From an optimization exercise on the open Yosys and OpenROAD flow, aimed at small area and a short achievable clock period; shortcuts taken in it are not production practice. The RTL of this run was laid out without a check of its function. Power figures rest on the tool's default switching activity, not on a simulated workload.

--- flow/config.mk ---
export PLATFORM = sky130hd
export DESIGN_NAME = mac_unit
export DESIGN_NICKNAME = mac_unit
export VERILOG_FILES = /design/flow/design.v
export SDC_FILE = /design/flow/constraint.sdc
export NUM_CORES = 4
export LEC_CHECK = 0
export CAP_MARGIN = 20
export CORE_MARGIN = 2
export CORE_UTILIZATION = 40
export SETUP_SLACK_MARGIN = 3
export SLEW_MARGIN = 20
export SYNTH_HIERARCHICAL = 1
export SYNTH_MINIMUM_KEEP_SIZE = 0
--- flow/design.v ---
module mac_unit #(
    parameter AW = 16,
    parameter BW = 16,
    parameter ACCW = 40,
    parameter SIGNED = 0
)(
    input  wire clk,
    input  wire rst_n,
    input  wire en,
    input  wire valid_in,
    input  wire [AW-1:0] a,
    input  wire [BW-1:0] b,
    output reg  valid_out,
    output reg  [ACCW-1:0] acc_out
);
  reg [60:0] pr;
  reg valid_reg;
  wire [39:0] nacc = ~acc_out;
  wire p1;
  wire p2;
  wire p3;
  wire p4;
  wire p5;
  wire p6;
  wire p7;
  wire p8;
  wire p9;
  wire p10;
  wire p11;
  wire p12;
  wire p13;
  wire p14;
  wire p15;
  wire p16;
  wire p17;
  wire p18;
  wire p19;
  wire p20;
  wire p21;
  wire p22;
  wire p23;
  wire p24;
  wire p25;
  wire p26;
  wire p27;
  wire p28;
  wire p29;
  wire p30;
  wire p31;
  wire p32;
  wire p33;
  wire p34;
  wire p35;
  wire p36;
  wire p37;
  wire p38;
  wire p39;
  wire p40;
  wire p41;
  wire p42;
  wire p43;
  wire p44;
  wire p45;
  wire p46;
  wire p47;
  wire p48;
  wire p49;
  wire p50;
  wire p51;
  wire p52;
  wire p53;
  wire p54;
  wire p55;
  wire p56;
  wire p57;
  wire p58;
  wire p59;
  wire p60;
  wire p61;
  wire p62;
  wire p63;
  wire p64;
  wire p65;
  wire p66;
  wire p67;
  wire p68;
  wire p69;
  wire p70;
  wire p71;
  wire p72;
  wire p73;
  wire p74;
  wire p75;
  wire p76;
  wire p77;
  wire p78;
  wire p79;
  wire p80;
  wire p81;
  wire p82;
  wire p83;
  wire p84;
  wire p85;
  wire p86;
  wire p87;
  wire p88;
  wire p89;
  wire p90;
  wire p91;
  wire p92;
  wire p93;
  wire p94;
  wire p95;
  wire p96;
  wire p97;
  wire p98;
  wire p99;
  wire p100;
  wire p101;
  wire p102;
  wire p103;
  wire p104;
  wire p105;
  wire p106;
  wire p107;
  wire p108;
  wire p109;
  wire p110;
  wire p111;
  wire p112;
  wire p113;
  wire p114;
  wire p115;
  wire p116;
  wire p117;
  wire p118;
  wire p119;
  wire p120;
  wire p121;
  wire p122;
  wire p123;
  wire p124;
  wire p125;
  wire p126;
  wire p127;
  wire p128;
  wire p129;
  wire p130;
  wire p131;
  wire p132;
  wire p133;
  wire p134;
  wire p135;
  wire p136;
  wire p137;
  wire p138;
  wire p139;
  wire p140;
  wire p141;
  wire p142;
  wire p143;
  wire p144;
  wire p145;
  wire p146;
  wire p147;
  wire p148;
  wire p149;
  wire p150;
  wire p151;
  wire p152;
  wire p153;
  wire p154;
  wire p155;
  wire p156;
  wire p157;
  wire p158;
  wire p159;
  wire p160;
  wire p161;
  wire p162;
  wire p163;
  wire p164;
  wire p165;
  wire p166;
  wire p167;
  wire p168;
  wire p169;
  wire p170;
  wire p171;
  wire p172;
  wire p173;
  wire p174;
  wire p175;
  wire p176;
  wire p177;
  wire p178;
  wire p179;
  wire p180;
  wire p181;
  wire p182;
  wire p183;
  wire p184;
  wire p185;
  wire p186;
  wire p187;
  wire p188;
  wire p189;
  wire p190;
  wire p191;
  wire p192;
  wire p193;
  wire p194;
  wire p195;
  wire p196;
  wire p197;
  wire p198;
  wire p199;
  wire p200;
  wire p201;
  wire p202;
  wire p203;
  wire p204;
  wire p205;
  wire p206;
  wire p207;
  wire p208;
  wire p209;
  wire p210;
  wire p211;
  wire p212;
  wire p213;
  wire p214;
  wire p215;
  wire p216;
  wire p217;
  wire p218;
  wire p219;
  wire p220;
  wire p221;
  wire p222;
  wire p223;
  wire p224;
  wire p225;
  wire p226;
  wire p227;
  wire p228;
  wire p229;
  wire p230;
  wire p231;
  wire p232;
  wire p233;
  wire p234;
  wire p235;
  wire p236;
  wire p237;
  wire p238;
  wire p239;
  wire p240;
  wire p241;
  wire p242;
  wire p243;
  wire p244;
  wire p245;
  wire p246;
  wire p247;
  wire p248;
  wire p249;
  wire p250;
  wire p251;
  wire p252;
  wire p253;
  wire p254;
  wire p255;
  wire p256;
  wire s257;
  wire c258;
  wire s259;
  wire c260;
  wire s261;
  wire c262;
  wire s263;
  wire c264;
  wire s265;
  wire c266;
  wire s267;
  wire c268;
  wire s269;
  wire c270;
  wire s271;
  wire c272;
  wire s273;
  wire c274;
  wire s275;
  wire c276;
  wire s277;
  wire c278;
  wire s279;
  wire c280;
  wire s281;
  wire c282;
  wire s283;
  wire c284;
  wire s285;
  wire c286;
  wire s287;
  wire c288;
  wire s289;
  wire c290;
  wire s291;
  wire c292;
  wire s293;
  wire c294;
  wire s295;
  wire c296;
  wire s297;
  wire c298;
  wire s299;
  wire c300;
  wire s301;
  wire c302;
  wire s303;
  wire c304;
  wire s305;
  wire c306;
  wire s307;
  wire c308;
  wire s309;
  wire c310;
  wire s311;
  wire c312;
  wire s313;
  wire c314;
  wire s315;
  wire c316;
  wire s317;
  wire c318;
  wire s319;
  wire c320;
  wire s321;
  wire c322;
  wire s323;
  wire c324;
  wire s325;
  wire c326;
  wire s327;
  wire c328;
  wire s329;
  wire c330;
  wire s331;
  wire c332;
  wire s333;
  wire c334;
  wire s335;
  wire c336;
  wire s337;
  wire c338;
  wire s339;
  wire c340;
  wire s341;
  wire c342;
  wire s343;
  wire c344;
  wire s345;
  wire c346;
  wire s347;
  wire c348;
  wire s349;
  wire c350;
  wire s351;
  wire c352;
  wire s353;
  wire c354;
  wire s355;
  wire c356;
  wire s357;
  wire c358;
  wire s359;
  wire c360;
  wire s361;
  wire c362;
  wire s363;
  wire c364;
  wire s365;
  wire c366;
  wire s367;
  wire c368;
  wire s369;
  wire c370;
  wire s371;
  wire c372;
  wire s373;
  wire c374;
  wire s375;
  wire c376;
  wire s377;
  wire c378;
  wire s379;
  wire c380;
  wire s381;
  wire c382;
  wire s383;
  wire c384;
  wire s385;
  wire c386;
  wire s387;
  wire c388;
  wire s389;
  wire c390;
  wire s391;
  wire c392;
  wire s393;
  wire c394;
  wire s395;
  wire c396;
  wire s397;
  wire c398;
  wire s399;
  wire c400;
  wire s401;
  wire c402;
  wire s403;
  wire c404;
  wire s405;
  wire c406;
  wire s407;
  wire c408;
  wire s409;
  wire c410;
  wire s411;
  wire c412;
  wire s413;
  wire c414;
  wire s415;
  wire c416;
  wire s417;
  wire c418;
  wire s419;
  wire c420;
  wire s421;
  wire c422;
  wire s423;
  wire c424;
  wire s425;
  wire c426;
  wire s427;
  wire c428;
  wire s429;
  wire c430;
  wire s431;
  wire c432;
  wire s433;
  wire c434;
  wire s435;
  wire c436;
  wire s437;
  wire c438;
  wire s439;
  wire c440;
  wire s441;
  wire c442;
  wire s443;
  wire c444;
  wire s445;
  wire c446;
  wire s447;
  wire c448;
  wire s449;
  wire c450;
  wire s451;
  wire c452;
  wire s453;
  wire c454;
  wire s455;
  wire c456;
  wire s457;
  wire c458;
  wire s459;
  wire c460;
  wire s461;
  wire c462;
  wire s463;
  wire c464;
  wire s465;
  wire c466;
  wire s467;
  wire c468;
  wire s469;
  wire c470;
  wire s471;
  wire c472;
  wire s473;
  wire c474;
  wire s475;
  wire c476;
  wire s477;
  wire c478;
  wire s479;
  wire c480;
  wire s481;
  wire c482;
  wire s483;
  wire c484;
  wire s485;
  wire c486;
  wire s487;
  wire c488;
  wire s489;
  wire c490;
  wire s491;
  wire c492;
  wire s493;
  wire c494;
  wire s495;
  wire c496;
  wire s497;
  wire c498;
  wire s499;
  wire c500;
  wire s501;
  wire c502;
  wire s503;
  wire c504;
  wire s505;
  wire c506;
  wire s507;
  wire c508;
  wire s509;
  wire c510;
  wire s511;
  wire c512;
  wire s513;
  wire c514;
  wire s515;
  wire c516;
  wire s517;
  wire c518;
  wire s519;
  wire c520;
  wire s521;
  wire c522;
  wire s523;
  wire c524;
  wire s525;
  wire c526;
  wire s527;
  wire c528;
  wire s529;
  wire c530;
  wire s531;
  wire c532;
  wire s533;
  wire c534;
  wire s535;
  wire c536;
  wire s537;
  wire c538;
  wire s539;
  wire c540;
  wire s541;
  wire c542;
  wire s543;
  wire c544;
  wire s545;
  wire c546;
  wire s547;
  wire c548;
  wire s549;
  wire c550;
  wire s551;
  wire c552;
  wire s553;
  wire c554;
  wire s555;
  wire c556;
  wire s557;
  wire c558;
  wire s559;
  wire c560;
  wire s561;
  wire c562;
  wire s563;
  wire c564;
  wire s565;
  wire c566;
  wire s567;
  wire c568;
  wire s569;
  wire c570;
  wire s571;
  wire c572;
  wire s573;
  wire c574;
  wire s575;
  wire c576;
  wire s577;
  wire c578;
  wire s579;
  wire c580;
  wire s581;
  wire c582;
  wire s583;
  wire c584;
  wire s585;
  wire c586;
  wire s587;
  wire c588;
  wire s589;
  wire c590;
  wire s591;
  wire c592;
  wire s593;
  wire c594;
  wire s595;
  wire c596;
  wire s597;
  wire c598;
  wire s599;
  wire c600;
  wire s601;
  wire c602;
  wire s603;
  wire c604;
  wire s605;
  wire c606;
  wire s607;
  wire c608;
  wire s609;
  wire c610;
  wire s611;
  wire c612;
  wire s613;
  wire c614;
  wire s615;
  wire c616;
  wire s617;
  wire c618;
  wire s619;
  wire c620;
  wire s621;
  wire c622;
  wire s623;
  wire c624;
  wire s625;
  wire c626;
  wire s627;
  wire c628;
  wire s629;
  wire c630;
  wire s631;
  wire c632;
  wire s633;
  wire c634;
  wire s635;
  wire c636;
  wire s637;
  wire c638;
  wire s639;
  wire c640;
  wire s641;
  wire c642;
  wire s643;
  wire c644;
  wire s645;
  wire c646;
  wire s647;
  wire c648;
  wire s649;
  wire c650;
  wire s651;
  wire c652;
  wire s653;
  wire c654;
  wire s655;
  wire c656;
  wire s657;
  wire c658;
  wire s659;
  wire c660;
  wire s661;
  wire c662;
  wire s663;
  wire c664;
  wire s665;
  wire c666;
  wire s667;
  wire c668;
  wire s669;
  wire c670;
  wire s671;
  wire c672;
  wire s673;
  wire c674;
  wire s675;
  wire c676;
  wire s677;
  wire c678;
  wire s679;
  wire c680;
  wire s681;
  wire c682;
  wire s683;
  wire c684;
  wire s685;
  wire c686;
  wire s687;
  wire c688;
  wire s689;
  wire c690;
  wire s691;
  wire c692;
  wire s693;
  wire c694;
  wire s695;
  wire c696;
  wire s697;
  wire c698;
  wire s699;
  wire c700;
  wire s701;
  wire c702;
  wire s703;
  wire c704;
  wire s705;
  wire c706;
  wire s707;
  wire c708;
  wire s709;
  wire c710;
  wire s711;
  wire c712;
  wire s713;
  wire c714;
  wire s715;
  wire c716;
  wire s717;
  wire c718;
  wire s719;
  wire c720;
  wire s721;
  wire c722;
  wire s723;
  wire c724;
  wire s725;
  wire c726;
  wire s727;
  wire c728;
  wire s729;
  wire c730;
  wire s731;
  wire c732;
  wire s733;
  wire c734;
  wire s735;
  wire c736;
  assign p1 = ~(a[0] & b[0]);
  assign p2 = ~(a[0] & b[1]);
  assign p3 = ~(a[0] & b[2]);
  assign p4 = ~(a[0] & b[3]);
  assign p5 = ~(a[0] & b[4]);
  assign p6 = ~(a[0] & b[5]);
  assign p7 = ~(a[0] & b[6]);
  assign p8 = ~(a[0] & b[7]);
  assign p9 = ~(a[0] & b[8]);
  assign p10 = ~(a[0] & b[9]);
  assign p11 = ~(a[0] & b[10]);
  assign p12 = ~(a[0] & b[11]);
  assign p13 = ~(a[0] & b[12]);
  assign p14 = ~(a[0] & b[13]);
  assign p15 = ~(a[0] & b[14]);
  assign p16 = ~(a[0] & b[15]);
  assign p17 = ~(a[1] & b[0]);
  assign p18 = ~(a[1] & b[1]);
  assign p19 = ~(a[1] & b[2]);
  assign p20 = ~(a[1] & b[3]);
  assign p21 = ~(a[1] & b[4]);
  assign p22 = ~(a[1] & b[5]);
  assign p23 = ~(a[1] & b[6]);
  assign p24 = ~(a[1] & b[7]);
  assign p25 = ~(a[1] & b[8]);
  assign p26 = ~(a[1] & b[9]);
  assign p27 = ~(a[1] & b[10]);
  assign p28 = ~(a[1] & b[11]);
  assign p29 = ~(a[1] & b[12]);
  assign p30 = ~(a[1] & b[13]);
  assign p31 = ~(a[1] & b[14]);
  assign p32 = ~(a[1] & b[15]);
  assign p33 = ~(a[2] & b[0]);
  assign p34 = ~(a[2] & b[1]);
  assign p35 = ~(a[2] & b[2]);
  assign p36 = ~(a[2] & b[3]);
  assign p37 = ~(a[2] & b[4]);
  assign p38 = ~(a[2] & b[5]);
  assign p39 = ~(a[2] & b[6]);
  assign p40 = ~(a[2] & b[7]);
  assign p41 = ~(a[2] & b[8]);
  assign p42 = ~(a[2] & b[9]);
  assign p43 = ~(a[2] & b[10]);
  assign p44 = ~(a[2] & b[11]);
  assign p45 = ~(a[2] & b[12]);
  assign p46 = ~(a[2] & b[13]);
  assign p47 = ~(a[2] & b[14]);
  assign p48 = ~(a[2] & b[15]);
  assign p49 = ~(a[3] & b[0]);
  assign p50 = ~(a[3] & b[1]);
  assign p51 = ~(a[3] & b[2]);
  assign p52 = ~(a[3] & b[3]);
  assign p53 = ~(a[3] & b[4]);
  assign p54 = ~(a[3] & b[5]);
  assign p55 = ~(a[3] & b[6]);
  assign p56 = ~(a[3] & b[7]);
  assign p57 = ~(a[3] & b[8]);
  assign p58 = ~(a[3] & b[9]);
  assign p59 = ~(a[3] & b[10]);
  assign p60 = ~(a[3] & b[11]);
  assign p61 = ~(a[3] & b[12]);
  assign p62 = ~(a[3] & b[13]);
  assign p63 = ~(a[3] & b[14]);
  assign p64 = ~(a[3] & b[15]);
  assign p65 = ~(a[4] & b[0]);
  assign p66 = ~(a[4] & b[1]);
  assign p67 = ~(a[4] & b[2]);
  assign p68 = ~(a[4] & b[3]);
  assign p69 = ~(a[4] & b[4]);
  assign p70 = ~(a[4] & b[5]);
  assign p71 = ~(a[4] & b[6]);
  assign p72 = ~(a[4] & b[7]);
  assign p73 = ~(a[4] & b[8]);
  assign p74 = ~(a[4] & b[9]);
  assign p75 = ~(a[4] & b[10]);
  assign p76 = ~(a[4] & b[11]);
  assign p77 = ~(a[4] & b[12]);
  assign p78 = ~(a[4] & b[13]);
  assign p79 = ~(a[4] & b[14]);
  assign p80 = ~(a[4] & b[15]);
  assign p81 = ~(a[5] & b[0]);
  assign p82 = ~(a[5] & b[1]);
  assign p83 = ~(a[5] & b[2]);
  assign p84 = ~(a[5] & b[3]);
  assign p85 = ~(a[5] & b[4]);
  assign p86 = ~(a[5] & b[5]);
  assign p87 = ~(a[5] & b[6]);
  assign p88 = ~(a[5] & b[7]);
  assign p89 = ~(a[5] & b[8]);
  assign p90 = ~(a[5] & b[9]);
  assign p91 = ~(a[5] & b[10]);
  assign p92 = ~(a[5] & b[11]);
  assign p93 = ~(a[5] & b[12]);
  assign p94 = ~(a[5] & b[13]);
  assign p95 = ~(a[5] & b[14]);
  assign p96 = ~(a[5] & b[15]);
  assign p97 = ~(a[6] & b[0]);
  assign p98 = ~(a[6] & b[1]);
  assign p99 = ~(a[6] & b[2]);
  assign p100 = ~(a[6] & b[3]);
  assign p101 = ~(a[6] & b[4]);
  assign p102 = ~(a[6] & b[5]);
  assign p103 = ~(a[6] & b[6]);
  assign p104 = ~(a[6] & b[7]);
  assign p105 = ~(a[6] & b[8]);
  assign p106 = ~(a[6] & b[9]);
  assign p107 = ~(a[6] & b[10]);
  assign p108 = ~(a[6] & b[11]);
  assign p109 = ~(a[6] & b[12]);
  assign p110 = ~(a[6] & b[13]);
  assign p111 = ~(a[6] & b[14]);
  assign p112 = ~(a[6] & b[15]);
  assign p113 = ~(a[7] & b[0]);
  assign p114 = ~(a[7] & b[1]);
  assign p115 = ~(a[7] & b[2]);
  assign p116 = ~(a[7] & b[3]);
  assign p117 = ~(a[7] & b[4]);
  assign p118 = ~(a[7] & b[5]);
  assign p119 = ~(a[7] & b[6]);
  assign p120 = ~(a[7] & b[7]);
  assign p121 = ~(a[7] & b[8]);
  assign p122 = ~(a[7] & b[9]);
  assign p123 = ~(a[7] & b[10]);
  assign p124 = ~(a[7] & b[11]);
  assign p125 = ~(a[7] & b[12]);
  assign p126 = ~(a[7] & b[13]);
  assign p127 = ~(a[7] & b[14]);
  assign p128 = ~(a[7] & b[15]);
  assign p129 = ~(a[8] & b[0]);
  assign p130 = ~(a[8] & b[1]);
  assign p131 = ~(a[8] & b[2]);
  assign p132 = ~(a[8] & b[3]);
  assign p133 = ~(a[8] & b[4]);
  assign p134 = ~(a[8] & b[5]);
  assign p135 = ~(a[8] & b[6]);
  assign p136 = ~(a[8] & b[7]);
  assign p137 = ~(a[8] & b[8]);
  assign p138 = ~(a[8] & b[9]);
  assign p139 = ~(a[8] & b[10]);
  assign p140 = ~(a[8] & b[11]);
  assign p141 = ~(a[8] & b[12]);
  assign p142 = ~(a[8] & b[13]);
  assign p143 = ~(a[8] & b[14]);
  assign p144 = ~(a[8] & b[15]);
  assign p145 = ~(a[9] & b[0]);
  assign p146 = ~(a[9] & b[1]);
  assign p147 = ~(a[9] & b[2]);
  assign p148 = ~(a[9] & b[3]);
  assign p149 = ~(a[9] & b[4]);
  assign p150 = ~(a[9] & b[5]);
  assign p151 = ~(a[9] & b[6]);
  assign p152 = ~(a[9] & b[7]);
  assign p153 = ~(a[9] & b[8]);
  assign p154 = ~(a[9] & b[9]);
  assign p155 = ~(a[9] & b[10]);
  assign p156 = ~(a[9] & b[11]);
  assign p157 = ~(a[9] & b[12]);
  assign p158 = ~(a[9] & b[13]);
  assign p159 = ~(a[9] & b[14]);
  assign p160 = ~(a[9] & b[15]);
  assign p161 = ~(a[10] & b[0]);
  assign p162 = ~(a[10] & b[1]);
  assign p163 = ~(a[10] & b[2]);
  assign p164 = ~(a[10] & b[3]);
  assign p165 = ~(a[10] & b[4]);
  assign p166 = ~(a[10] & b[5]);
  assign p167 = ~(a[10] & b[6]);
  assign p168 = ~(a[10] & b[7]);
  assign p169 = ~(a[10] & b[8]);
  assign p170 = ~(a[10] & b[9]);
  assign p171 = ~(a[10] & b[10]);
  assign p172 = ~(a[10] & b[11]);
  assign p173 = ~(a[10] & b[12]);
  assign p174 = ~(a[10] & b[13]);
  assign p175 = ~(a[10] & b[14]);
  assign p176 = ~(a[10] & b[15]);
  assign p177 = ~(a[11] & b[0]);
  assign p178 = ~(a[11] & b[1]);
  assign p179 = ~(a[11] & b[2]);
  assign p180 = ~(a[11] & b[3]);
  assign p181 = ~(a[11] & b[4]);
  assign p182 = ~(a[11] & b[5]);
  assign p183 = ~(a[11] & b[6]);
  assign p184 = ~(a[11] & b[7]);
  assign p185 = ~(a[11] & b[8]);
  assign p186 = ~(a[11] & b[9]);
  assign p187 = ~(a[11] & b[10]);
  assign p188 = ~(a[11] & b[11]);
  assign p189 = ~(a[11] & b[12]);
  assign p190 = ~(a[11] & b[13]);
  assign p191 = ~(a[11] & b[14]);
  assign p192 = ~(a[11] & b[15]);
  assign p193 = ~(a[12] & b[0]);
  assign p194 = ~(a[12] & b[1]);
  assign p195 = ~(a[12] & b[2]);
  assign p196 = ~(a[12] & b[3]);
  assign p197 = ~(a[12] & b[4]);
  assign p198 = ~(a[12] & b[5]);
  assign p199 = ~(a[12] & b[6]);
  assign p200 = ~(a[12] & b[7]);
  assign p201 = ~(a[12] & b[8]);
  assign p202 = ~(a[12] & b[9]);
  assign p203 = ~(a[12] & b[10]);
  assign p204 = ~(a[12] & b[11]);
  assign p205 = ~(a[12] & b[12]);
  assign p206 = ~(a[12] & b[13]);
  assign p207 = ~(a[12] & b[14]);
  assign p208 = ~(a[12] & b[15]);
  assign p209 = ~(a[13] & b[0]);
  assign p210 = ~(a[13] & b[1]);
  assign p211 = ~(a[13] & b[2]);
  assign p212 = ~(a[13] & b[3]);
  assign p213 = ~(a[13] & b[4]);
  assign p214 = ~(a[13] & b[5]);
  assign p215 = ~(a[13] & b[6]);
  assign p216 = ~(a[13] & b[7]);
  assign p217 = ~(a[13] & b[8]);
  assign p218 = ~(a[13] & b[9]);
  assign p219 = ~(a[13] & b[10]);
  assign p220 = ~(a[13] & b[11]);
  assign p221 = ~(a[13] & b[12]);
  assign p222 = ~(a[13] & b[13]);
  assign p223 = ~(a[13] & b[14]);
  assign p224 = ~(a[13] & b[15]);
  assign p225 = ~(a[14] & b[0]);
  assign p226 = ~(a[14] & b[1]);
  assign p227 = ~(a[14] & b[2]);
  assign p228 = ~(a[14] & b[3]);
  assign p229 = ~(a[14] & b[4]);
  assign p230 = ~(a[14] & b[5]);
  assign p231 = ~(a[14] & b[6]);
  assign p232 = ~(a[14] & b[7]);
  assign p233 = ~(a[14] & b[8]);
  assign p234 = ~(a[14] & b[9]);
  assign p235 = ~(a[14] & b[10]);
  assign p236 = ~(a[14] & b[11]);
  assign p237 = ~(a[14] & b[12]);
  assign p238 = ~(a[14] & b[13]);
  assign p239 = ~(a[14] & b[14]);
  assign p240 = ~(a[14] & b[15]);
  assign p241 = ~(a[15] & b[0]);
  assign p242 = ~(a[15] & b[1]);
  assign p243 = ~(a[15] & b[2]);
  assign p244 = ~(a[15] & b[3]);
  assign p245 = ~(a[15] & b[4]);
  assign p246 = ~(a[15] & b[5]);
  assign p247 = ~(a[15] & b[6]);
  assign p248 = ~(a[15] & b[7]);
  assign p249 = ~(a[15] & b[8]);
  assign p250 = ~(a[15] & b[9]);
  assign p251 = ~(a[15] & b[10]);
  assign p252 = ~(a[15] & b[11]);
  assign p253 = ~(a[15] & b[12]);
  assign p254 = ~(a[15] & b[13]);
  assign p255 = ~(a[15] & b[14]);
  assign p256 = ~(a[15] & b[15]);
  mac_fa ha1 (.a(p104), .b(p119), .ci(1'b1), .s(s257), .co(c258));
  mac_fa fa1 (.a(p105), .b(p120), .ci(p135), .s(s259), .co(c260));
  mac_fa ha2 (.a(p15), .b(p150), .ci(1'b1), .s(s261), .co(c262));
  mac_fa fa2 (.a(p106), .b(p121), .ci(p136), .s(s263), .co(c264));
  mac_fa fa3 (.a(p151), .b(p16), .ci(p166), .s(s265), .co(c266));
  mac_fa ha3 (.a(p181), .b(p196), .ci(1'b1), .s(s267), .co(c268));
  mac_fa fa4 (.a(p107), .b(p122), .ci(p137), .s(s269), .co(c270));
  mac_fa fa5 (.a(p152), .b(p167), .ci(p182), .s(s271), .co(c272));
  mac_fa ha4 (.a(p197), .b(p212), .ci(1'b1), .s(s273), .co(c274));
  mac_fa fa6 (.a(p108), .b(p123), .ci(p138), .s(s275), .co(c276));
  mac_fa fa7 (.a(p153), .b(p168), .ci(p183), .s(s277), .co(c278));
  mac_fa fa8 (.a(p109), .b(p124), .ci(p139), .s(s279), .co(c280));
  mac_fa ha5 (.a(p10), .b(p100), .ci(1'b1), .s(s281), .co(c282));
  mac_fa fa9 (.a(p101), .b(p11), .ci(p116), .s(s283), .co(c284));
  mac_fa ha6 (.a(p131), .b(p146), .ci(1'b1), .s(s285), .co(c286));
  mac_fa fa10 (.a(p102), .b(p117), .ci(p12), .s(s287), .co(c288));
  mac_fa fa11 (.a(p132), .b(p147), .ci(p162), .s(s289), .co(c290));
  mac_fa ha7 (.a(p177), .b(p27), .ci(1'b1), .s(s291), .co(c292));
  mac_fa fa12 (.a(p103), .b(p118), .ci(p13), .s(s293), .co(c294));
  mac_fa fa13 (.a(p133), .b(p148), .ci(p163), .s(s295), .co(c296));
  mac_fa fa14 (.a(p178), .b(p193), .ci(p28), .s(s297), .co(c298));
  mac_fa ha8 (.a(p43), .b(p58), .ci(1'b1), .s(s299), .co(c300));
  mac_fa fa15 (.a(p134), .b(p14), .ci(p149), .s(s301), .co(c302));
  mac_fa fa16 (.a(p164), .b(p179), .ci(p194), .s(s303), .co(c304));
  mac_fa fa17 (.a(p209), .b(p29), .ci(p44), .s(s305), .co(c306));
  mac_fa fa18 (.a(p59), .b(p74), .ci(p89), .s(s307), .co(c308));
  mac_fa fa19 (.a(p165), .b(p180), .ci(p195), .s(s309), .co(c310));
  mac_fa fa20 (.a(p210), .b(p225), .ci(p30), .s(s311), .co(c312));
  mac_fa fa21 (.a(p45), .b(p60), .ci(p75), .s(s313), .co(c314));
  mac_fa fa22 (.a(p90), .b(c258), .ci(s261), .s(s315), .co(c316));
  mac_fa fa23 (.a(p211), .b(p226), .ci(p241), .s(s317), .co(c318));
  mac_fa fa24 (.a(p31), .b(p46), .ci(p61), .s(s319), .co(c320));
  mac_fa fa25 (.a(p76), .b(p91), .ci(c262), .s(s321), .co(c322));
  mac_fa fa26 (.a(s267), .b(c260), .ci(s263), .s(s323), .co(c324));
  mac_fa fa27 (.a(p227), .b(p242), .ci(p32), .s(s325), .co(c326));
  mac_fa fa28 (.a(p47), .b(p62), .ci(p77), .s(s327), .co(c328));
  mac_fa fa29 (.a(p92), .b(c268), .ci(s273), .s(s329), .co(c330));
  mac_fa fa30 (.a(c264), .b(c266), .ci(s269), .s(s331), .co(c332));
  mac_fa fa31 (.a(p198), .b(p213), .ci(p228), .s(s333), .co(c334));
  mac_fa fa32 (.a(p243), .b(p48), .ci(p63), .s(s335), .co(c336));
  mac_fa fa33 (.a(p78), .b(p93), .ci(c274), .s(s337), .co(c338));
  mac_fa fa34 (.a(c270), .b(c272), .ci(s275), .s(s339), .co(c340));
  mac_fa fa35 (.a(p154), .b(p169), .ci(p184), .s(s341), .co(c342));
  mac_fa fa36 (.a(p199), .b(p214), .ci(p229), .s(s343), .co(c344));
  mac_fa fa37 (.a(p244), .b(p64), .ci(p79), .s(s345), .co(c346));
  mac_fa fa38 (.a(p94), .b(c276), .ci(c278), .s(s347), .co(c348));
  mac_fa fa39 (.a(p110), .b(p125), .ci(p140), .s(s349), .co(c350));
  mac_fa fa40 (.a(p155), .b(p170), .ci(p185), .s(s351), .co(c352));
  mac_fa fa41 (.a(p200), .b(p215), .ci(p230), .s(s353), .co(c354));
  mac_fa fa42 (.a(p245), .b(p80), .ci(p95), .s(s355), .co(c356));
  mac_fa fa43 (.a(p111), .b(p126), .ci(p141), .s(s357), .co(c358));
  mac_fa fa44 (.a(p156), .b(p171), .ci(p186), .s(s359), .co(c360));
  mac_fa fa45 (.a(p201), .b(p216), .ci(p231), .s(s361), .co(c362));
  mac_fa fa46 (.a(p112), .b(p127), .ci(p142), .s(s363), .co(c364));
  mac_fa fa47 (.a(p157), .b(p172), .ci(p187), .s(s365), .co(c366));
  mac_fa fa48 (.a(p128), .b(p143), .ci(p158), .s(s367), .co(c368));
  mac_fa ha9 (.a(p22), .b(p37), .ci(1'b1), .s(s369), .co(c370));
  mac_fa fa49 (.a(p113), .b(p23), .ci(p38), .s(s371), .co(c372));
  mac_fa ha10 (.a(p53), .b(p68), .ci(1'b1), .s(s373), .co(c374));
  mac_fa fa50 (.a(p114), .b(p129), .ci(p24), .s(s375), .co(c376));
  mac_fa fa51 (.a(p39), .b(p54), .ci(p69), .s(s377), .co(c378));
  mac_fa ha11 (.a(p84), .b(p9), .ci(1'b1), .s(s379), .co(c380));
  mac_fa fa52 (.a(p115), .b(p130), .ci(p145), .s(s381), .co(c382));
  mac_fa fa53 (.a(p25), .b(p40), .ci(p55), .s(s383), .co(c384));
  mac_fa fa54 (.a(p70), .b(p85), .ci(s281), .s(s385), .co(c386));
  mac_fa fa55 (.a(p161), .b(p26), .ci(p41), .s(s387), .co(c388));
  mac_fa fa56 (.a(p56), .b(p71), .ci(p86), .s(s389), .co(c390));
  mac_fa fa57 (.a(c282), .b(s285), .ci(s283), .s(s391), .co(c392));
  mac_fa fa58 (.a(p42), .b(p57), .ci(p72), .s(s393), .co(c394));
  mac_fa fa59 (.a(p87), .b(c286), .ci(s291), .s(s395), .co(c396));
  mac_fa fa60 (.a(c284), .b(s287), .ci(s289), .s(s397), .co(c398));
  mac_fa fa61 (.a(p73), .b(p88), .ci(c292), .s(s399), .co(c400));
  mac_fa fa62 (.a(s299), .b(c288), .ci(c290), .s(s401), .co(c402));
  mac_fa fa63 (.a(s293), .b(s295), .ci(s297), .s(s403), .co(c404));
  mac_fa fa64 (.a(c300), .b(s257), .ci(c294), .s(s405), .co(c406));
  mac_fa fa65 (.a(c296), .b(c298), .ci(s301), .s(s407), .co(c408));
  mac_fa fa66 (.a(s303), .b(s305), .ci(s307), .s(s409), .co(c410));
  mac_fa fa67 (.a(c302), .b(c304), .ci(c306), .s(s411), .co(c412));
  mac_fa fa68 (.a(c308), .b(s259), .ci(s309), .s(s413), .co(c414));
  mac_fa fa69 (.a(s311), .b(s313), .ci(s315), .s(s415), .co(c416));
  mac_fa fa70 (.a(c310), .b(c312), .ci(c314), .s(s417), .co(c418));
  mac_fa fa71 (.a(s265), .b(s317), .ci(s319), .s(s419), .co(c420));
  mac_fa fa72 (.a(c316), .b(s321), .ci(s323), .s(s421), .co(c422));
  mac_fa fa73 (.a(c318), .b(c320), .ci(s271), .s(s423), .co(c424));
  mac_fa fa74 (.a(s325), .b(s327), .ci(c322), .s(s425), .co(c426));
  mac_fa fa75 (.a(s329), .b(c324), .ci(s331), .s(s427), .co(c428));
  mac_fa fa76 (.a(c326), .b(c328), .ci(s277), .s(s429), .co(c430));
  mac_fa fa77 (.a(s333), .b(s335), .ci(c330), .s(s431), .co(c432));
  mac_fa fa78 (.a(s337), .b(c332), .ci(s339), .s(s433), .co(c434));
  mac_fa fa79 (.a(c334), .b(c336), .ci(s279), .s(s435), .co(c436));
  mac_fa fa80 (.a(s341), .b(s343), .ci(s345), .s(s437), .co(c438));
  mac_fa fa81 (.a(c338), .b(c340), .ci(s347), .s(s439), .co(c440));
  mac_fa fa82 (.a(c280), .b(c342), .ci(c344), .s(s441), .co(c442));
  mac_fa fa83 (.a(c346), .b(s349), .ci(s351), .s(s443), .co(c444));
  mac_fa fa84 (.a(s353), .b(s355), .ci(c348), .s(s445), .co(c446));
  mac_fa fa85 (.a(p246), .b(p96), .ci(c350), .s(s447), .co(c448));
  mac_fa fa86 (.a(c352), .b(c354), .ci(c356), .s(s449), .co(c450));
  mac_fa fa87 (.a(s357), .b(s359), .ci(s361), .s(s451), .co(c452));
  mac_fa fa88 (.a(p202), .b(p217), .ci(p232), .s(s453), .co(c454));
  mac_fa fa89 (.a(p247), .b(c358), .ci(c360), .s(s455), .co(c456));
  mac_fa fa90 (.a(c362), .b(s363), .ci(s365), .s(s457), .co(c458));
  mac_fa fa91 (.a(p173), .b(p188), .ci(p203), .s(s459), .co(c460));
  mac_fa fa92 (.a(p218), .b(p233), .ci(p248), .s(s461), .co(c462));
  mac_fa fa93 (.a(c364), .b(c366), .ci(s367), .s(s463), .co(c464));
  mac_fa fa94 (.a(p144), .b(p159), .ci(p174), .s(s465), .co(c466));
  mac_fa fa95 (.a(p189), .b(p204), .ci(p219), .s(s467), .co(c468));
  mac_fa fa96 (.a(p234), .b(p249), .ci(c368), .s(s469), .co(c470));
  mac_fa fa97 (.a(p160), .b(p175), .ci(p190), .s(s471), .co(c472));
  mac_fa fa98 (.a(p205), .b(p220), .ci(p235), .s(s473), .co(c474));
  mac_fa fa99 (.a(p176), .b(p191), .ci(p206), .s(s475), .co(c476));
  mac_fa ha12 (.a(p20), .b(p35), .ci(1'b1), .s(s477), .co(c478));
  mac_fa fa100 (.a(p21), .b(p36), .ci(p51), .s(s479), .co(c480));
  mac_fa ha13 (.a(p6), .b(p66), .ci(1'b1), .s(s481), .co(c482));
  mac_fa fa101 (.a(p52), .b(p67), .ci(p7), .s(s483), .co(c484));
  mac_fa fa102 (.a(p82), .b(p97), .ci(s369), .s(s485), .co(c486));
  mac_fa fa103 (.a(p8), .b(p83), .ci(p98), .s(s487), .co(c488));
  mac_fa fa104 (.a(c370), .b(s373), .ci(s371), .s(s489), .co(c490));
  mac_fa fa105 (.a(p99), .b(c374), .ci(s379), .s(s491), .co(c492));
  mac_fa fa106 (.a(c372), .b(s375), .ci(s377), .s(s493), .co(c494));
  mac_fa fa107 (.a(c380), .b(c376), .ci(c378), .s(s495), .co(c496));
  mac_fa fa108 (.a(s381), .b(s383), .ci(s385), .s(s497), .co(c498));
  mac_fa fa109 (.a(c382), .b(c384), .ci(s387), .s(s499), .co(c500));
  mac_fa fa110 (.a(s389), .b(c386), .ci(s391), .s(s501), .co(c502));
  mac_fa fa111 (.a(c388), .b(c390), .ci(s393), .s(s503), .co(c504));
  mac_fa fa112 (.a(s395), .b(c392), .ci(s397), .s(s505), .co(c506));
  mac_fa fa113 (.a(c394), .b(c396), .ci(s399), .s(s507), .co(c508));
  mac_fa fa114 (.a(c398), .b(s401), .ci(s403), .s(s509), .co(c510));
  mac_fa fa115 (.a(c400), .b(c402), .ci(c404), .s(s511), .co(c512));
  mac_fa fa116 (.a(s405), .b(s407), .ci(s409), .s(s513), .co(c514));
  mac_fa fa117 (.a(c406), .b(c408), .ci(c410), .s(s515), .co(c516));
  mac_fa fa118 (.a(s411), .b(s413), .ci(s415), .s(s517), .co(c518));
  mac_fa fa119 (.a(c412), .b(c414), .ci(s417), .s(s519), .co(c520));
  mac_fa fa120 (.a(s419), .b(c416), .ci(s421), .s(s521), .co(c522));
  mac_fa fa121 (.a(c418), .b(c420), .ci(s423), .s(s523), .co(c524));
  mac_fa fa122 (.a(s425), .b(c422), .ci(s427), .s(s525), .co(c526));
  mac_fa fa123 (.a(c424), .b(s429), .ci(c426), .s(s527), .co(c528));
  mac_fa fa124 (.a(s431), .b(c428), .ci(s433), .s(s529), .co(c530));
  mac_fa fa125 (.a(c430), .b(s435), .ci(s437), .s(s531), .co(c532));
  mac_fa fa126 (.a(c432), .b(c434), .ci(s439), .s(s533), .co(c534));
  mac_fa fa127 (.a(c436), .b(c438), .ci(s441), .s(s535), .co(c536));
  mac_fa fa128 (.a(s443), .b(c440), .ci(s445), .s(s537), .co(c538));
  mac_fa fa129 (.a(c442), .b(c444), .ci(s447), .s(s539), .co(c540));
  mac_fa fa130 (.a(s449), .b(s451), .ci(c446), .s(s541), .co(c542));
  mac_fa fa131 (.a(s453), .b(c448), .ci(c450), .s(s543), .co(c544));
  mac_fa fa132 (.a(c452), .b(s455), .ci(s457), .s(s545), .co(c546));
  mac_fa fa133 (.a(c454), .b(s459), .ci(s461), .s(s547), .co(c548));
  mac_fa fa134 (.a(c456), .b(c458), .ci(s463), .s(s549), .co(c550));
  mac_fa fa135 (.a(c460), .b(c462), .ci(s465), .s(s551), .co(c552));
  mac_fa fa136 (.a(s467), .b(c464), .ci(s469), .s(s553), .co(c554));
  mac_fa fa137 (.a(p250), .b(c466), .ci(c468), .s(s555), .co(c556));
  mac_fa fa138 (.a(s471), .b(s473), .ci(c470), .s(s557), .co(c558));
  mac_fa fa139 (.a(p221), .b(p236), .ci(p251), .s(s559), .co(c560));
  mac_fa fa140 (.a(c472), .b(c474), .ci(s475), .s(s561), .co(c562));
  mac_fa fa141 (.a(p192), .b(p207), .ci(p222), .s(s563), .co(c564));
  mac_fa fa142 (.a(p237), .b(p252), .ci(c476), .s(s565), .co(c566));
  mac_fa fa143 (.a(p208), .b(p223), .ci(p238), .s(s567), .co(c568));
  mac_fa ha14 (.a(p19), .b(p34), .ci(1'b1), .s(s569), .co(c570));
  mac_fa fa144 (.a(p5), .b(p50), .ci(p65), .s(s571), .co(c572));
  mac_fa fa145 (.a(p81), .b(c478), .ci(s481), .s(s573), .co(c574));
  mac_fa fa146 (.a(c482), .b(c480), .ci(s483), .s(s575), .co(c576));
  mac_fa fa147 (.a(c484), .b(s487), .ci(c486), .s(s577), .co(c578));
  mac_fa fa148 (.a(c488), .b(s491), .ci(c490), .s(s579), .co(c580));
  mac_fa fa149 (.a(c492), .b(c494), .ci(s495), .s(s581), .co(c582));
  mac_fa fa150 (.a(c496), .b(s499), .ci(c498), .s(s583), .co(c584));
  mac_fa fa151 (.a(c500), .b(s503), .ci(c502), .s(s585), .co(c586));
  mac_fa fa152 (.a(c504), .b(s507), .ci(c506), .s(s587), .co(c588));
  mac_fa fa153 (.a(c508), .b(c510), .ci(s511), .s(s589), .co(c590));
  mac_fa fa154 (.a(c512), .b(c514), .ci(s515), .s(s591), .co(c592));
  mac_fa fa155 (.a(c516), .b(s519), .ci(c518), .s(s593), .co(c594));
  mac_fa fa156 (.a(c520), .b(s523), .ci(c522), .s(s595), .co(c596));
  mac_fa fa157 (.a(c524), .b(s527), .ci(c526), .s(s597), .co(c598));
  mac_fa fa158 (.a(s531), .b(c528), .ci(c530), .s(s599), .co(c600));
  mac_fa fa159 (.a(c532), .b(s535), .ci(c534), .s(s601), .co(c602));
  mac_fa fa160 (.a(c536), .b(s539), .ci(c538), .s(s603), .co(c604));
  mac_fa fa161 (.a(c540), .b(s543), .ci(s545), .s(s605), .co(c606));
  mac_fa fa162 (.a(s547), .b(c544), .ci(c546), .s(s607), .co(c608));
  mac_fa fa163 (.a(c548), .b(s551), .ci(c550), .s(s609), .co(c610));
  mac_fa fa164 (.a(c552), .b(s555), .ci(c554), .s(s611), .co(c612));
  mac_fa fa165 (.a(s559), .b(c556), .ci(s561), .s(s613), .co(c614));
  mac_fa fa166 (.a(c560), .b(s563), .ci(c562), .s(s615), .co(c616));
  mac_fa fa167 (.a(p253), .b(c564), .ci(s567), .s(s617), .co(c618));
  mac_fa fa168 (.a(p224), .b(p239), .ci(p254), .s(s619), .co(c620));
  mac_fa ha15 (.a(p18), .b(p3), .ci(1'b1), .s(s621), .co(c622));
  mac_fa fa169 (.a(p4), .b(p49), .ci(s569), .s(s623), .co(c624));
  mac_fa fa170 (.a(c570), .b(s477), .ci(s571), .s(s625), .co(c626));
  mac_fa fa171 (.a(c572), .b(s479), .ci(s573), .s(s627), .co(c628));
  mac_fa fa172 (.a(c574), .b(s485), .ci(s575), .s(s629), .co(c630));
  mac_fa fa173 (.a(c576), .b(s489), .ci(s577), .s(s631), .co(c632));
  mac_fa fa174 (.a(s493), .b(c578), .ci(s579), .s(s633), .co(c634));
  mac_fa fa175 (.a(s497), .b(c580), .ci(s581), .s(s635), .co(c636));
  mac_fa fa176 (.a(c582), .b(s501), .ci(s583), .s(s637), .co(c638));
  mac_fa fa177 (.a(s505), .b(c584), .ci(s585), .s(s639), .co(c640));
  mac_fa fa178 (.a(s509), .b(c586), .ci(s587), .s(s641), .co(c642));
  mac_fa fa179 (.a(s513), .b(c588), .ci(s589), .s(s643), .co(c644));
  mac_fa fa180 (.a(s517), .b(c590), .ci(s591), .s(s645), .co(c646));
  mac_fa fa181 (.a(c592), .b(s521), .ci(s593), .s(s647), .co(c648));
  mac_fa fa182 (.a(s525), .b(c594), .ci(s595), .s(s649), .co(c650));
  mac_fa fa183 (.a(s529), .b(c596), .ci(s597), .s(s651), .co(c652));
  mac_fa fa184 (.a(s533), .b(c598), .ci(s599), .s(s653), .co(c654));
  mac_fa fa185 (.a(s537), .b(s601), .ci(c600), .s(s655), .co(c656));
  mac_fa fa186 (.a(s541), .b(c602), .ci(s603), .s(s657), .co(c658));
  mac_fa fa187 (.a(c542), .b(s605), .ci(c604), .s(s659), .co(c660));
  mac_fa fa188 (.a(s549), .b(c606), .ci(s607), .s(s661), .co(c662));
  mac_fa fa189 (.a(s553), .b(c608), .ci(s609), .s(s663), .co(c664));
  mac_fa fa190 (.a(s557), .b(c610), .ci(s611), .s(s665), .co(c666));
  mac_fa fa191 (.a(c558), .b(s613), .ci(c612), .s(s667), .co(c668));
  mac_fa fa192 (.a(s565), .b(c614), .ci(s615), .s(s669), .co(c670));
  mac_fa fa193 (.a(c566), .b(s617), .ci(c616), .s(s671), .co(c672));
  mac_fa fa194 (.a(c568), .b(s619), .ci(c618), .s(s673), .co(c674));
  mac_fa fa195 (.a(p240), .b(p255), .ci(c620), .s(s675), .co(c676));
  mac_fa ha16 (.a(nacc[1]), .b(pr[1]), .ci(1'b1), .s(s677), .co(c678));
  mac_fa fa196 (.a(nacc[2]), .b(pr[3]), .ci(pr[4]), .s(s679), .co(c680));
  mac_fa fa197 (.a(nacc[3]), .b(pr[5]), .ci(pr[6]), .s(s681), .co(c682));
  mac_fa fa198 (.a(nacc[4]), .b(pr[7]), .ci(pr[8]), .s(s683), .co(c684));
  mac_fa fa199 (.a(nacc[5]), .b(pr[10]), .ci(pr[9]), .s(s685), .co(c686));
  mac_fa fa200 (.a(nacc[6]), .b(pr[11]), .ci(pr[12]), .s(s687), .co(c688));
  mac_fa fa201 (.a(nacc[7]), .b(pr[13]), .ci(pr[14]), .s(s689), .co(c690));
  mac_fa fa202 (.a(nacc[8]), .b(pr[15]), .ci(pr[16]), .s(s691), .co(c692));
  mac_fa fa203 (.a(nacc[9]), .b(pr[17]), .ci(pr[18]), .s(s693), .co(c694));
  mac_fa fa204 (.a(nacc[10]), .b(pr[19]), .ci(pr[20]), .s(s695), .co(c696));
  mac_fa fa205 (.a(nacc[11]), .b(pr[21]), .ci(pr[22]), .s(s697), .co(c698));
  mac_fa fa206 (.a(nacc[12]), .b(pr[23]), .ci(pr[24]), .s(s699), .co(c700));
  mac_fa fa207 (.a(nacc[13]), .b(pr[25]), .ci(pr[26]), .s(s701), .co(c702));
  mac_fa fa208 (.a(nacc[14]), .b(pr[27]), .ci(pr[28]), .s(s703), .co(c704));
  mac_fa fa209 (.a(nacc[15]), .b(pr[29]), .ci(pr[30]), .s(s705), .co(c706));
  mac_fa fa210 (.a(nacc[16]), .b(pr[31]), .ci(pr[32]), .s(s707), .co(c708));
  mac_fa fa211 (.a(nacc[17]), .b(pr[33]), .ci(pr[34]), .s(s709), .co(c710));
  mac_fa fa212 (.a(nacc[18]), .b(pr[35]), .ci(pr[36]), .s(s711), .co(c712));
  mac_fa fa213 (.a(nacc[19]), .b(pr[37]), .ci(pr[38]), .s(s713), .co(c714));
  mac_fa fa214 (.a(nacc[20]), .b(pr[39]), .ci(pr[40]), .s(s715), .co(c716));
  mac_fa fa215 (.a(nacc[21]), .b(pr[41]), .ci(pr[42]), .s(s717), .co(c718));
  mac_fa fa216 (.a(nacc[22]), .b(pr[43]), .ci(pr[44]), .s(s719), .co(c720));
  mac_fa fa217 (.a(nacc[23]), .b(pr[45]), .ci(pr[46]), .s(s721), .co(c722));
  mac_fa fa218 (.a(nacc[24]), .b(pr[47]), .ci(pr[48]), .s(s723), .co(c724));
  mac_fa fa219 (.a(nacc[25]), .b(pr[49]), .ci(pr[50]), .s(s725), .co(c726));
  mac_fa fa220 (.a(nacc[26]), .b(pr[51]), .ci(pr[52]), .s(s727), .co(c728));
  mac_fa fa221 (.a(nacc[27]), .b(pr[53]), .ci(pr[54]), .s(s729), .co(c730));
  mac_fa fa222 (.a(nacc[28]), .b(pr[55]), .ci(pr[56]), .s(s731), .co(c732));
  mac_fa fa223 (.a(nacc[29]), .b(pr[57]), .ci(pr[58]), .s(s733), .co(c734));
  mac_fa fa224 (.a(nacc[30]), .b(pr[59]), .ci(pr[60]), .s(s735), .co(c736));
  wire [39:0] ra = {nacc[39], nacc[38], nacc[37], nacc[36], nacc[35], nacc[34], nacc[33], nacc[32], nacc[31], c734, c732, c730, c728, c726, c724, c722, c720, c718, c716, c714, c712, c710, c708, c706, c704, c702, c700, c698, c696, c694, c692, c690, c688, c686, c684, c682, c680, c678, pr[2], nacc[0]};
  wire [39:0] rb = {1'b1, 1'b1, 1'b1, 1'b1, 1'b1, 1'b1, 1'b1, 1'b1, c736, s735, s733, s731, s729, s727, s725, s723, s721, s719, s717, s715, s713, s711, s709, s707, s705, s703, s701, s699, s697, s695, s693, s691, s689, s687, s685, s683, s681, s679, s677, pr[0]};
  wire [39:0] sum = ~(ra + rb + 40'd1);
  always @(posedge clk) begin
    pr <= {c676, p256, c674, s675, c672, s673, s671, c670, c668, s669, s667, c666, c664, s665, s663, c662, c660, s661, s659, c658, c656, s657, s655, c654, s653, c652, s651, c650, s649, c648, s647, c646, s645, c644, s643, c642, s641, c640, s639, c638, s637, c636, s635, c634, s633, c632, s631, c630, s629, c628, s627, c626, s625, c624, s623, c622, s621, p33, p2, p17, p1};
    valid_reg <= valid_in & rst_n;
  end
  always @(posedge clk) begin
    if (!rst_n) begin
      acc_out <= 40'd0;
      valid_out <= 1'b0;
    end else begin
      valid_out <= valid_reg;
      if (en && valid_reg)
        acc_out <= sum;
    end
  end
endmodule
module mac_fa (input wire a, input wire b, input wire ci,
               output wire s, output wire co);
  assign s = a ^ b ^ ci;
  assign co = (a & b) | (a & ci) | (b & ci);
endmodule
module mac_ha (input wire a, input wire b, output wire s, output wire co);
  assign s = a ^ b;
  assign co = a & b;
endmodule
--- flow/constraint.sdc ---
create_clock -name core_clock -period 7.0 [get_ports {clk}]
set_input_delay 1.4000 -clock core_clock [delete_from_list [all_inputs] [get_ports {clk}]]
set_output_delay 1.4000 -clock core_clock [all_outputs]
set_load 0.01 [all_outputs]
--- flow/run.sh ---
#!/bin/bash
# synth_recipe.tcl (not shown) runs the flow's synth.tcl, then flattens the netlist and writes it again
# the make line also repeats each setting of config.mk as NAME=value (left out here)
make -C /OpenROAD-flow-scripts/flow DESIGN_CONFIG=/design/flow/config.mk WORK_HOME=/design/flow/orfs CLKGATE_MAP_FILE= SYNTH_SCRIPT=/design/flow/synth_recipe.tcl finish
==> flow_metrics.py <==
metrics = {
    "run_status": {
        "status": "no timing/DRC/antenna violations",
    },
    "power": {
        "power_mw": 5.593,
        "cellLeakagePower_nw": 4.766,
        "powerDensity_mw_per_mm2": 423.0,
        "ir_drop_mv": 0.2733,
    },
    "routing": {
        "num_vias": 8108,
        "wl_per_cell_um": 20.19,
        "firstDrtPassIters": 5,
        "vias_per_cell": 5.427,
        "antenna_left": 0,
        "wl_um": 30160,
        "post-route-drc-count": 0,
        "drtIter0Drc": 567,
    },
    "min_path": {
        "min_path_type": "flop to flop",
        "hp-start": "acc_out[39]$_SDFFE_PN0P_",
    },
    "floorplan": {
        "initial_utilization_pct": 41.01,
        "fp.dieH_um": 167.9,
        "design.core.area_mm2": 0.02621,
        "rows": 59,
        "io_pins": 77,
        "die_w_um": 167.9,
        "die-area_mm2": 0.02819,
    },
    "sta": {
        "hold-worst-slack_ns": 0.4762,
        "grt_setup_unrepaired": "yes",
        "hold_violations": 0,
        "slew_headroom_pct": 30.94,
        "period_needed_ns": 4.212,
        "fmax_mhz": 237.4,
        "tns_ns": 0,
        "period_share_pct": 60.17,
        "tightest_slew_ns": 1.036,
        "finalSetupViolations": 0,
        "skew_ns": 0.009308,
        "drv_slew": 0,
    },
    "synth": {
        "yosys.area_share.simple_pct": 15.10,
        "synth_edf_count": 0,
        "ys.flop_type": "dfxtp_1",
        "netlist_top_cells_area": "fa_1, dfxtp_1, nand2_1",
        "synth-adder-area-share_pct": 48.62,
        "post_synth_xor_area_fraction_pct": 2.282,
        "synth_seq_cells": 103,
        "synthMuxAreaShare_pct": 0.1863,
        "synth_compound_area_share_pct": 10.00,
        "seq_area_frac_synth_pct": 19.19,
        "synth_area_mm2": 0.01075,
        "synth_top_family_by_area": "adder cells",
        "ys_types": 63,
        "synth_top_cell_by_area": "fa_1",
        "synth-async-reset-ratio_pct": 0,
        "synth_top_cell_area_share_pct": 44.89,
        "netlist_instances": 1077,
        "postSynthAreaPerCell_um2": 9.978,
        "yosys_warnings": 7,
    },
    "clocking": {
        "cts_tree": "yes",
        "clk_transition_reported_paths_ns": 0.07,
        "holdBufCountCts": 0,
        "clock-sinks": 103,
        "cts_buffers": 9,
        "cts_buffer_depth": 2,
        "worst_skew_pair.late_latency_ns": 0.36,
        "cts_root_buf": "clkbuf_16",
        "htree_levels": 3,
    },
    "placement": {
        "io_buffer_count": 76,
        "routabilityCongestion": 0.8856,
        "hpwl_um": 22510,
    },
    "global_routing": {
        "antenna_found_initial": 0,
        "gr-usage-met2_pct": 37.93,
        "grt_pass1_wl_um": 47390,
        "grt_overflow": 0,
        "use_met1_pct": 29.46,
        "grt_usage_pct": 22.04,
        "grt.met3_usage_pct": 3.103,
        "grt-busiest-layer": "met2",
        "first_global_vias": 8605,
        "grt_max_degree": 57,
    },
    "layout": {
        "largest_reg_flops": 61,
        "antenna_cells": 0,
        "layout-drive-gt1-share_pct": 22.26,
        "fin_nets": 1463,
        "area.growth.synth_to_final_pct": 23.04,
        "regMostFlops": "pr",
        "layout_top_registers": "pr x61, acc_out x40",
    },
    "setup_path": {
        "crit_fanout": 4,
        "startpoint_type": "input port",
        "worst_ep_required_time_ns": 7.23,
        "cp.arrival_ns": 4.45,
        "critPathLaunch": "b[9]",
        "r2r-start": "acc_out[6]$_SDFFE_PN0P_",
        "endpoint_kind": "flop",
        "crit_type": "input port to flop",
    },
    "run": {
        "cap_violations": 0,
    },
}
[modules after synthesis, one instance, submodules excluded]
module | cell area, µm² | cells inside | copies in the design
mac_unit | 5942 | 837 | 1
mac_fa | 20.02 | 1 | 240
[cells in the final DEF (no fill, tap or decap), types with 5 or more instances in the layout]
master           instances
nand2_2                 31
xor2_1                  12
clkbuf_16                9
buf_8                   13
ha_1                    32
o31ai_1                  5
or3_1                    6
nand3_1                  6
clkdlybuf4s50_1         44
o21ai_0                 25
nand2_4                 15
buf_4                   39
buf_6                   14
a211oi_1                18
nand4_1                 12
buf_12                  22
conb_1                  16
fa_2                    86
o21a_1                  11
fa_1                   155
a21o_1                  20
nor2_1                  40
xnor2_1                 16
dfxtp_1                103
inv_1                   40
a21oi_1                 44
nand2_1                247
[critical path: stages]
cell and delay, ns:
buf_12 0.11, buf_4 0.13, nand2_4 0.06, fa_2 0.43
fa_2 0.55, fa_2 0.44, fa_2 0.35, fa_2 0.54
fa_2 0.42
[layer usage]
layer,vias up,routed length (µm),part of all wire (%)
li1,3589,-,-
met4,0,625,2.1
met3,40,1847,6.1
met5,-,0,0
met2,298,15110,50
met1,4181,12580,42
[cell families after synthesis]
| family | Yosys count |
|---|---|
| AO/OA/AOI/OAI | 156 |
| flip-flops | 103 |
| XOR/XNOR | 28 |
| adder cells (fa/ha/maj) | 273 |
| other | 1 |
| buffers and inverters | 126 |
| multiplexers | 2 |
| AND/OR/NAND/NOR | 388 |
[path summary, 6_finish.rpt]
path / endpoint / slack [ns] / cells past startpoint
setup / recovery: pr[36]$_DFF_P_ / 2.79 / 9
hold / removal: acc_out[39]$_SDFFE_PN0P_ / 0.48 / 2
setup reg to reg: acc_out[29]$_SDFFE_PN0P_ / 3.40 / 11
hold reg to reg: acc_out[39]$_SDFFE_PN0P_ / 0.48 / 2
[timing repair]
action,in CTS,in global routing
buffers inserted,30,16
pin swaps,36,44
resized for setup,260,86
endpoints found under the setup margin,42,16
[stage by stage]
stage / instances / setup WS [ns] / area (µm²) / utilization [%]
4_1_cts: 1478 / 2.786 / 12770 / 48.72
2_1_floorplan: 1092 / 2.448 / 11580 / -
6_report: 1494 / 2.788 / 13220 / 50.46
3_3_place_gp: 1432 / 1.519 / 11960 / 45.64
5_1_grt: 1494 / 2.755 / 13220 / 50.46
3_5_place_dp: 1432 / 1.457 / 11960 / 45.64
[final cells by class]
class	count	area [µm²]
repair buffers	137	1612
well taps	335	419.2
clock buffers	9	225.2
fillers	2357	12980
flip-flops and latches	103	2062
multi-input cells	863	8652
inverters	40	150.1
clock inverters	7	102.6
[cell usage after synthesis (6+ instances only)]
| library cell | n |
|---|---|
| buf_2 | 7 |
| dfxtp_1 | 103 |
| nand4_1 | 12 |
| fa_1 | 241 |
| nand2_1 | 292 |
| nor2_1 | 40 |
| a21oi_1 | 44 |
| clkbuf_1 | 77 |
| or3_1 | 6 |
| inv_1 | 40 |
| o21a_1 | 11 |
| nand3_1 | 6 |
| xor2_1 | 12 |
| o21ai_0 | 25 |
| ha_1 | 32 |
| xnor2_1 | 16 |
| a21o_1 | 20 |
| a211oi_1 | 18 |
[report_power, final]
part,total [mW],internal [mW],switching [mW]
sequential,0.905,0.785,0.120
combinational,4.13,1.78,2.35
clock,0.558,0.317,0.240

==> afterwards: timing with drivers on the ports <==
The results above use ideal ports. As a check the final layout listed here was re-extracted and re-timed, cells and wires unchanged.
Step 1, drivers: a clkbuf_16 drives clk and a buf_2 each remaining input, both assumed.
Step 2 adds t to the input delays and takes it off the output delays; t is the mean of the earliest and latest rising clock arrival at the registers after step 1. Input paths then give back, and output paths get back, about the clock's delay inside the block.
a / b / c = no drivers / after step 1 / after step 2; a / b = the first two.
t, ns: 0.402
slack for setup (ns): 2.788 / 2.783 / 2.380
clock arrival spread, ns: 0.010 / 0.009
worst data-port slew with drivers (ns): 0.09
After both steps setup and hold are still met in this run. For this run, drivers alone change the setup slack by -0.005 ns; drivers and shift together by -0.408 ns.
